From an optimization exercise on the open Yosys and OpenROAD flow, aimed at small area and a short achievable clock period; shortcuts taken in it are not production practice.
Only simulation tests tie the RTL to the original design; equivalence was not proved.

// component
module component (
    input  wire         clk,
    input  wire         rst,
    input  wire [31:0]  fifo1_data_in,
    input  wire [31:0]  fifo2_data_in,
    input  wire [31:0]  fifo3_data_in,
    input  wire         fifo1_write_en,
    input  wire         fifo2_write_en,
    input  wire         fifo3_write_en,
    input  wire         fifo1_read_en,
    input  wire         fifo2_read_en,
    input  wire         fifo3_read_en,
    output wire [31:0]  result_out,
    output wire         fifo1_empty,
    output wire         fifo2_empty,
    output wire         fifo3_empty,
    output wire         fifo1_full,
    output wire         fifo2_full,
    output wire         fifo3_full
);
==> module fifo, before the edit <==
module fifo #(
    parameter DATA_WIDTH = 32
) (
    input  wire                   clk,
    input  wire                   rst,
    input  wire                   wr_en,
    input  wire                   re_en,
    input  wire [DATA_WIDTH-1:0]  data_in,
    output wire [DATA_WIDTH-1:0]  next_head,
    output wire                   empty,
    output wire                   full
);
    localparam MDEPTH = 14;
    reg [DATA_WIDTH-1:0] memory [0:MDEPTH-1];
    reg [DATA_WIDTH-1:0] head;       
    reg [DATA_WIDTH-1:0] second;     
    reg [3:0] wr_ptr;
    reg [3:0] rd_ptr;
    reg [4:0] count;
    reg empty_reg;
    reg full_reg;
    reg one_reg;                     
    reg two_reg;                     
    reg many_reg;                    
    integer i;
    wire wr_fire = wr_en && !full_reg;
    wire rd_fire = re_en && !empty_reg;
    wire ld_din  = wr_en && (empty_reg || (re_en && one_reg));
    wire ld_sec  = re_en && (two_reg || many_reg);
    wire sec_din = wr_en && ((one_reg && !re_en) || (two_reg && re_en));
    wire pop     = re_en && many_reg;
    wire push    = wr_fire && !ld_din && !sec_din;
    assign next_head = ld_din ? data_in : (ld_sec ? second : head);
    reg [DATA_WIDTH-1:0] mem_out;
    always @* begin
        mem_out = {DATA_WIDTH{1'b0}};
        for (i = 0; i < MDEPTH; i = i + 1)
            mem_out = mem_out | (memory[i] & {DATA_WIDTH{rd_ptr == i}});
    end
    wire [4:0] count_next = count + {4'd0, wr_fire} - {4'd0, rd_fire};
    always @ (posedge clk or posedge rst) begin
        if (rst) begin
            wr_ptr    <= 4'd0;
            rd_ptr    <= 4'd0;
            count     <= 5'd0;
            empty_reg <= 1'b1;
            full_reg  <= 1'b0;
            one_reg   <= 1'b0;
            two_reg   <= 1'b0;
            many_reg  <= 1'b0;
        end else begin
            if (push)
                wr_ptr <= (wr_ptr == MDEPTH - 1) ? 4'd0 : wr_ptr + 4'd1;
            if (pop)
                rd_ptr <= (rd_ptr == MDEPTH - 1) ? 4'd0 : rd_ptr + 4'd1;
            count     <= count_next;
            empty_reg <= (count_next == 5'd0);
            full_reg  <= (count_next == 5'd16);
            one_reg   <= (count_next == 5'd1);
            two_reg   <= (count_next == 5'd2);
            many_reg  <= (count_next >= 5'd3);
        end
    end
    always @ (posedge clk) begin
        head <= next_head;
        if (sec_din)
            second <= data_in;
        else if (pop)
            second <= mem_out;
        if (push)
            memory[wr_ptr] <= data_in;
    end
    assign empty = empty_reg;
    assign full  = full_reg;
endmodule
Settings: LEC_CHECK=0, CAP_MARGIN=20, CORE_MARGIN=2, CORE_UTILIZATION=55, PLACE_DENSITY=0.7, SLEW_MARGIN=20; clock period 13.0 ns.
standard.sh (not shown) runs the stock make flow with config.mk's settings and CLKGATE_MAP_FILE= SYNTH_SCRIPT=/design/flow/synth_recipe.tcl, a recipe that flattens the netlist after the stock synthesis.
==> flow/flow/run.sh <==
#!/bin/bash
set -euo pipefail
MARGIN=${MARGIN:-6.3}
bash standard.sh \
  SETUP_SLACK_MARGIN=$MARGIN \
  "CTS_ARGS=-sink_clustering_enable -repair_clock_nets -dont_use_dummy_load -buf_list sky130_fd_sc_hd__clkbuf_16 -sink_clustering_size 27 -sink_clustering_max_diameter 90" \
  "BUFFER_PORTS_ARGS=-buffer_cell sky130_fd_sc_hd__buf_2" \
  finish > make_finish.log 2>&1
Next try:
--- a/flow/design.v
+++ b/flow/design.v
@@ -14,9 +14,9 @@
     reg [DATA_WIDTH-1:0] memory [0:MDEPTH-1];
     reg [DATA_WIDTH-1:0] head;       
     reg [DATA_WIDTH-1:0] second;     
     reg [3:0] wr_ptr;
-    reg [3:0] rd_ptr;
+    reg [MDEPTH-1:0] rd_sel;         
     reg [4:0] count;
     reg empty_reg;
     reg full_reg;
     reg one_reg;                     
@@ -25,24 +25,23 @@
     integer i;
     wire wr_fire = wr_en && !full_reg;
     wire rd_fire = re_en && !empty_reg;
     wire ld_din  = wr_en && (empty_reg || (re_en && one_reg));
-    wire ld_sec  = re_en && (two_reg || many_reg);
     wire sec_din = wr_en && ((one_reg && !re_en) || (two_reg && re_en));
     wire pop     = re_en && many_reg;
     wire push    = wr_fire && !ld_din && !sec_din;
-    assign next_head = ld_din ? data_in : (ld_sec ? second : head);
+    assign next_head = ld_din ? data_in : (re_en ? second : head);
     reg [DATA_WIDTH-1:0] mem_out;
     always @* begin
         mem_out = {DATA_WIDTH{1'b0}};
         for (i = 0; i < MDEPTH; i = i + 1)
-            mem_out = mem_out | (memory[i] & {DATA_WIDTH{rd_ptr == i}});
+            mem_out = mem_out | (memory[i] & {DATA_WIDTH{rd_sel[i]}});
     end
     wire [4:0] count_next = count + {4'd0, wr_fire} - {4'd0, rd_fire};
     always @ (posedge clk or posedge rst) begin
         if (rst) begin
             wr_ptr    <= 4'd0;
-            rd_ptr    <= 4'd0;
+            rd_sel    <= {{(MDEPTH-1){1'b0}}, 1'b1};
             count     <= 5'd0;
             empty_reg <= 1'b1;
             full_reg  <= 1'b0;
             one_reg   <= 1'b0;
@@ -51,9 +50,9 @@
         end else begin
             if (push)
                 wr_ptr <= (wr_ptr == MDEPTH - 1) ? 4'd0 : wr_ptr + 4'd1;
             if (pop)
-                rd_ptr <= (rd_ptr == MDEPTH - 1) ? 4'd0 : rd_ptr + 4'd1;
+                rd_sel <= {rd_sel[MDEPTH-2:0], rd_sel[MDEPTH-1]};
             count     <= count_next;
             empty_reg <= (count_next == 5'd0);
             full_reg  <= (count_next == 5'd16);
             one_reg   <= (count_next == 5'd1);
Effect: The new run passed the timing, design-rule and antenna checks. Setup slack got worse by 0.32 ns. Fmax goes down by a few percent. Synthesized area goes up slightly. Hold slack improved by 0.013 ns. Global-route usage goes down by 1.2 points. Sequential cell count goes up by 30.

## static timing again, ports no longer ideal
No port has a modelled driver above. Below, the same layouts with a new extraction and two added sets of constraints. Step 1, drivers: a clkbuf_16 drives clk and a buf_2 each remaining input, both assumed. Step 2 also shifts input and output timing later by t, the mid clock arrival at the registers, as if the neighbouring blocks saw the same clock. Three values: ideal, step 1, step 2; two values: the first two.
run | shift t [ns] | setup slack, ns | worst hold slack (ns) | worst setup path after step 2 | worst data-port slew with drivers (ns)
the first run | 0.770 | 6.177 / 6.101 / 5.665 | 0.517 / 0.517 / 0.517 | input to register | 0.14
the second run | 0.773 | 5.856 / 5.781 / 5.678 | 0.530 / 0.530 / 0.530 | input to register | 0.15
After both steps every run listed still meets setup and hold. For the first run, which loses most, drivers alone change the setup slack by -0.076 ns; drivers and shift together by -0.512 ns.
